Context: an optimization exercise on an open-source flow, tuned for small area and a short achievable clock period. The choices shown serve that exercise and are no tape-out recipe.
At most, simulation tests tie the RTL to the original design; equivalence was not proved.
Power and IR drop assume default switching activity.

==> lagoon <==
## cam
module cam(clk, enable,
	       data_in,
	       MatchEn, WriteEn,
	       WriteAddr,
	       MatchAddr, Match
	       );
==> module cam, before the edit <==
module cam(clk, enable,
	       data_in,
	       MatchEn, WriteEn,
	       WriteAddr,
	       MatchAddr, Match
	       );
input clk, enable;
input [15:0] data_in;
input MatchEn, WriteEn;
input [7:0] WriteAddr;
output [7:0] MatchAddr;
output Match;
reg Match;
reg [7:0] MatchAddr;
wire        wr = enable & WriteEn;
wire [15:0] grp_none;    
wire [63:0] grp_idx;     
genvar g;
generate
	for (g = 0; g < 16; g = g + 1) begin : grp
		wire gsel = wr & (WriteAddr[7:4] == g);
		cam_group u (
			.clk(clk), .wsel(gsel), .waddr(WriteAddr[3:0]), .d(data_in),
			.none(grp_none[g]), .idx(grp_idx[4*g +: 4])
		);
	end
endgenerate
wire search = enable & MatchEn;
reg [3:0] hi;
reg [3:0] low;
integer i;
always @* begin
	hi = 4'd0;
	low = 4'd0;
	for (i = 15; i >= 0; i = i - 1)
		if (!grp_none[i]) hi = i;
	for (i = 0; i < 16; i = i + 1)
		if ((~grp_none & ((16'd1 << i) - 16'd1)) == 16'd0)
			low = low | grp_idx[4*i +: 4];
end
always @(posedge clk) begin
	Match     <= search & ~(&grp_none);
	MatchAddr <= {8{search}} & {hi, low};
end
endmodule
==> module cam_group, before the edit <==
module cam_group(clk, wsel, waddr, d, none, idx);
input        clk, wsel;
input  [3:0] waddr;
input  [15:0] d;
output       none;
output [3:0] idx;
wire [15:0] mm;    
genvar e;
generate
	for (e = 0; e < 16; e = e + 1) begin : ent
		wire we = wsel & (waddr == e);
		cam_row u (.clk(clk), .we(we), .we_n(~we), .d(d), .mismatch(mm[e]));
	end
endgenerate
reg [3:0] i4;
integer i;
always @* begin
	i4 = 4'd0;
	for (i = 15; i >= 0; i = i - 1)
		if (!mm[i]) i4 = i;
end
assign none = &mm;
assign idx  = i4;
endmodule
==> module cam_row, before the edit <==
module cam_row(clk, we, we_n, d, mismatch);
input clk, we, we_n;
input [15:0] d;
output mismatch;
reg [15:0] q;
always @(posedge clk)
	q <= (q & {16{we_n}}) | (d & {16{we}});
assign mismatch = |(q ^ d);
endmodule
Settings: LEC_CHECK=0, CAP_MARGIN=20, CORE_MARGIN=2, CORE_UTILIZATION=60, CTS_BUF_LIST=sky130_fd_sc_hd__clkbuf_8, SETUP_SLACK_MARGIN=5, SLEW_MARGIN=20, SYNTH_HIERARCHICAL=1, TNS_END_PERCENT=5; clock period 10.0 ns.
standard.sh (not shown) runs the stock make flow with config.mk's settings and CLKGATE_MAP_FILE= SYNTH_SCRIPT=/design/flow/synth_recipe.tcl, a recipe that flattens the netlist after the stock synthesis.
==> flow/flow/run.sh <==
#!/bin/bash
set -euo pipefail
bash standard.sh SETUP_SLACK_MARGIN=6.5 finish > standard_flow.log 2>&1
==> garnet: changes against lagoon <==
==> flow/design.v (replaced) <==
module cam(clk, enable,
	       data_in,
	       MatchEn, WriteEn,
	       WriteAddr,
	       MatchAddr, Match
	       );
input clk, enable;
input [15:0] data_in;
input MatchEn, WriteEn;
input [7:0] WriteAddr;
output [7:0] MatchAddr;
output Match;
reg Match;
reg [7:0] MatchAddr;
wire        wr = enable & WriteEn;
wire [15:0] grp_any;
wire [63:0] grp_idx;
genvar g;
generate
	for (g = 0; g < 16; g = g + 1) begin : grp
		wire gsel = wr & (WriteAddr[7:4] == g);
		cam_group u (
			.clk(clk), .wsel(gsel), .waddr(WriteAddr[3:0]), .d(data_in),
			.any(grp_any[g]), .idx(grp_idx[4*g +: 4])
		);
	end
endgenerate
wire [7:0] addr;
cam_sel16 top_sel (.any(grp_any), .idx(grp_idx), .hit(), .addr(addr));
wire search = enable & MatchEn;
always @(posedge clk) begin
	Match     <= search & (|grp_any);
	MatchAddr <= {8{search}} & addr;
end
endmodule
module cam_sel16(any, idx, hit, addr);
input  [15:0] any;
input  [63:0] idx;
output        hit;
output [7:0]  addr;
reg [3:0] grp;
reg [3:0] low;
integer i;
always @* begin
	grp = 4'd0;
	low = 4'd0;
	for (i = 15; i >= 0; i = i - 1)
		if (any[i]) grp = i;
	for (i = 0; i < 16; i = i + 1)
		if ((any & ((16'd1 << i) - 16'd1)) == 16'd0)
			low = low | idx[4*i +: 4];
end
assign hit  = |any;
assign addr = {grp, low};
endmodule
module cam_group(clk, wsel, waddr, d, any, idx);
input        clk, wsel;
input  [3:0] waddr;
input  [15:0] d;
output       any;
output [3:0] idx;
wire [15:0] m;
genvar e;
generate
	for (e = 0; e < 16; e = e + 1) begin : ent
		wire we = wsel & (waddr == e);
		cam_row u (.clk(clk), .we(we), .we_n(~we), .d(d), .match(m[e]));
	end
endgenerate
reg [3:0] i4;
integer i;
always @* begin
	i4 = 4'd0;
	for (i = 15; i >= 0; i = i - 1)
		if (m[i]) i4 = i;
end
assign any = |m;
assign idx = i4;
endmodule
module cam_row(clk, we, we_n, d, match);
input clk, we, we_n;
input [15:0] d;
output match;
reg [15:0] q;
always @(posedge clk)
	q <= (q & {16{we_n}}) | (d & {16{we}});
assign match = (q == d);
endmodule
==> flow/run.sh (new file) <==
#!/bin/bash
# synth_recipe.tcl (not shown) runs the flow's synth.tcl, then flattens the netlist and writes it again
# the make line also repeats each setting of config.mk as NAME=value (left out here)
make -C /OpenROAD-flow-scripts/flow DESIGN_CONFIG=/design/flow/config.mk WORK_HOME=/design/flow/orfs CLKGATE_MAP_FILE= SYNTH_SCRIPT=/design/flow/synth_recipe.tcl finish
Settings changed: CORE_UTILIZATION 60 to 45, CTS_BUF_LIST sky130_fd_sc_hd__clkbuf_8 to default, TNS_END_PERCENT 5 to default.
removed: flow/flow/run.sh
removed: flow/standard.sh
==> raven: changes against lagoon <==
==> flow/design.v (replaced) <==
module cam(clk, enable,
	       data_in,
	       MatchEn, WriteEn,
	       WriteAddr,
	       MatchAddr, Match
	       );
input clk, enable;
input [15:0] data_in;
input MatchEn, WriteEn;
input [7:0] WriteAddr;
output [7:0] MatchAddr;
output Match;
reg Match;
reg [7:0] MatchAddr;
wire        wr  = enable & WriteEn;
wire [15:0] wlo = 16'd1 << WriteAddr[3:0];
wire [15:0] whi = {15'd0, wr} << WriteAddr[7:4];
wire [15:0] wdata_n = ~data_in;
wire [255:0] mm;       
wire [63:0]  a_any;    
wire [127:0] a_idx;
wire [15:0]  b_none;   
wire [63:0]  b_idx;
wire [3:0]   c_any;    
wire [23:0]  c_idx;
wire         d_none;   
wire [7:0]   d_idx;
genvar g;
generate
	for (g = 0; g < 256; g = g + 1) begin : ent
		wire we = whi[g / 16] & wlo[g % 16];
		cam_row u (.clk(clk), .we(we), .we_n(~we), .key(data_in), .wdata_n(wdata_n),
		           .mismatch(mm[g]));
	end
	for (g = 0; g < 64; g = g + 1) begin : la
		cam_pe4_leaf u (.none(mm[4*g +: 4]), .any(a_any[g]), .idx(a_idx[2*g +: 2]));
	end
	for (g = 0; g < 16; g = g + 1) begin : lb
		cam_pe4_any #(.W(2)) u (.any(a_any[4*g +: 4]), .idx(a_idx[8*g +: 8]),
		                        .none(b_none[g]), .oidx(b_idx[4*g +: 4]));
	end
	for (g = 0; g < 4; g = g + 1) begin : lc
		cam_pe4_none #(.W(4)) u (.none(b_none[4*g +: 4]), .idx(b_idx[16*g +: 16]),
		                         .any(c_any[g]), .oidx(c_idx[6*g +: 6]));
	end
endgenerate
cam_pe4_any #(.W(6)) ld (.any(c_any), .idx(c_idx), .none(d_none), .oidx(d_idx));
wire search = enable & MatchEn;
always @(posedge clk) begin
	Match     <= search & ~d_none;
	MatchAddr <= {8{search}} & d_idx;
end
endmodule
module cam_pe4_leaf(none, any, idx);
input  [3:0] none;
output       any;
output [1:0] idx;
assign any    = ~&none;
assign idx[1] = none[0] & none[1] & ~(none[2] & none[3]);
assign idx[0] = none[0] & (~none[1] | (none[2] & ~none[3]));
endmodule
module cam_pe4_any(any, idx, none, oidx);
parameter W = 2;
input  [3:0]     any;
input  [4*W-1:0] idx;
output           none;
output [W+1:0]   oidx;
assign none = ~|any;
assign oidx[W+1] = ~any[0] & ~any[1] & (any[2] | any[3]);
assign oidx[W]   = ~any[0] & (any[1] | (~any[2] & any[3]));
assign oidx[W-1:0] = idx[0 +: W]
                   | ({W{~any[0]}} & idx[W +: W])
                   | ({W{~any[0] & ~any[1]}} & idx[2*W +: W])
                   | ({W{~any[0] & ~any[1] & ~any[2]}} & idx[3*W +: W]);
endmodule
module cam_pe4_none(none, idx, any, oidx);
parameter W = 2;
input  [3:0]     none;
input  [4*W-1:0] idx;
output           any;
output [W+1:0]   oidx;
assign any = ~&none;
assign oidx[W+1] = none[0] & none[1] & ~(none[2] & none[3]);
assign oidx[W]   = none[0] & (~none[1] | (none[2] & ~none[3]));
assign oidx[W-1:0] = idx[0 +: W]
                   | ({W{none[0]}} & idx[W +: W])
                   | ({W{none[0] & none[1]}} & idx[2*W +: W])
                   | ({W{none[0] & none[1] & none[2]}} & idx[3*W +: W]);
endmodule
module cam_row(clk, we, we_n, key, wdata_n, mismatch);
input clk, we, we_n;
input [15:0] key;
input [15:0] wdata_n;
output mismatch;
reg [15:0] q_n;
always @(posedge clk)
	q_n <= (q_n & {16{we_n}}) | (wdata_n & {16{we}});
assign mismatch = |(q_n ~^ key);
endmodule
==> harbor: changes against lagoon <==
==> flow/design.v (replaced) <==
module cam(clk, enable, 
	       data_in, 
	       MatchEn, WriteEn,
	       WriteAddr,
	       MatchAddr, Match
	       );
input clk, enable;
input [15:0] data_in;
input MatchEn, WriteEn;
input [7:0] WriteAddr;
output [7:0] MatchAddr;
output Match;
reg [15:0] mem[255:0];
reg Equal, Hit, Match;
reg [7:0] HitAddr, MatchAddr;
integer i;
always @(posedge clk) begin
	if ((enable==1'b1) && (WriteEn==1'b1))
		mem[WriteAddr] <= data_in;
end
always @* begin
	Hit = 1'b0;
	HitAddr = 8'd0;
	if (MatchEn==1'b1) begin
		for(i=0;i<256;i=i+1) begin
			Equal = (mem[i]==data_in) ? 1'b1: 1'b0;
			if ((Equal==1'b1) && (Hit==1'b0)) begin
				Hit = 1'b1;
				HitAddr = i;
			end
			else begin
				Hit = Hit;
				HitAddr = HitAddr;
			end
		end
	end
	else begin
		Hit = Hit;
		HitAddr = HitAddr;
	end
end
always @(posedge clk) begin
	if(enable==1'b0) begin
		Match <= 1'b0;
		MatchAddr <= 8'd0;
	end
	else begin
		Match <= Hit;
		MatchAddr <= HitAddr;
	end
end
endmodule
==> flow/run.sh (new file) <==
#!/bin/bash
# synth_recipe.tcl (not shown) runs the flow's synth.tcl, then flattens the netlist and writes it again
# the make line also repeats each setting of config.mk as NAME=value (left out here)
make -C /OpenROAD-flow-scripts/flow DESIGN_CONFIG=/design/flow/config.mk WORK_HOME=/design/flow/orfs CLKGATE_MAP_FILE= SYNTH_SCRIPT=/design/flow/synth_recipe.tcl finish
Settings changed: CORE_UTILIZATION 60 to 45, CTS_BUF_LIST sky130_fd_sc_hd__clkbuf_8 to default, SETUP_SLACK_MARGIN 5 to default, SYNTH_HIERARCHICAL 1 to default, TNS_END_PERCENT 5 to default.
removed: flow/flow/run.sh
removed: flow/standard.sh
==> qor summary <==
quantity	garnet	raven	lagoon	harbor
Clock latency (worst-skew pair)	0.98 ns	1.27 ns	1.25 ns	1.00 ns
Combinational cell power	2.94 mW	4.16 mW	3.41 mW	2.00 mW
Crit path from	WriteAddr[7]	data_in[10]	data_in[3]	data_in[12]
Nets in the synthesized netlist	15,934	16,016	15,919	11,390
Post-route non-filler standard cell count	21,220	20,811	20,648	17,658
Number of cell rows	229	198	197	232
Detailed-route vias per instance	5.72	7.04	6.57	5.55
Fraction of layout instances using a drive strength above 1	10.3%	16.8%	15.3%	12.8%
Number of instances resized during post-cts repair	105	855	845	0
Clock power frac	45.6%	40.9%	41.8%	42.2%
Post-Place Cell Area	180,000 um^2	179,000 um^2	177,000 um^2	190,000 um^2
Delay contributed by the slowest stage of the critical path	0.88 ns	0.76 ns	0.38 ns	0.98 ns
Start point of the worst min-delay path	grp[13].u.ent[7].u.q[14]	ent[218].u.q_n[5]	grp[8].u.ent[10].u.q[14]	mem[114][10]
Outcome	no timing/DRC/antenna violations	no timing/DRC/antenna violations	no timing/DRC/antenna violations	no timing/DRC/antenna violations
Synthesis Warnings	10	8	9	1
Filler Cell Count	34,899	21,033	20,948	32,972
Post-Synthesis Cells	15,906	15,988	15,891	11,362
Worst slack after detailed placement	3.27 ns	3.13 ns	3.40 ns	1.43 ns
PwrDens	187 nW/um^2	175 nW/um^2	174 nW/um^2	178 nW/um^2
Cell internal pwr	28.2 mW	26.3 mW	26.1 mW	28.2 mW
Overall track demand over capacity in global routing	22.7%	48.0%	39.0%	24.7%
Vertical die dimension	629 um	544 um	542 um	637 um
No functional check of the RTL was part of lagoon.

[separate check: timing with driven ports]
How much do the figures lean on ideal ports? The routed layouts below were timed once more, with nothing changed but the port constraints.
Step 1 sets driving cells, clkbuf_16 on the clock port and buf_2 on the other inputs (assumed; they add their load-dependent delay and slew).
Step 2 adds t to the input delays and takes it off the output delays; t is the mean of the earliest and latest rising clock arrival at the registers after step 1. Input paths then give back, and output paths get back, about the clock's delay inside the block.
a / b / c = ideal / step 1 / step 2; a / b = the first two.
run | t, ns | setup slack, ns | hold WS [ns]
lagoon | 1.343 | 5.796 / 5.503 / 4.160 | 0.490 / 0.490 / 0.490
garnet | 1.056 | 4.860 / 4.830 / 3.774 | 0.489 / 0.489 / 0.489
raven | 1.349 | 6.002 / 5.572 / 4.223 | 0.503 / 0.503 / 0.503
harbor | 1.077 | 2.145 / 2.202 / 1.126 | 1.204 / 1.204 / 1.204
After both steps setup and hold are still met in every run listed. For raven, which loses most, drivers alone change the setup slack by -0.430 ns; drivers and shift together by -1.779 ns.
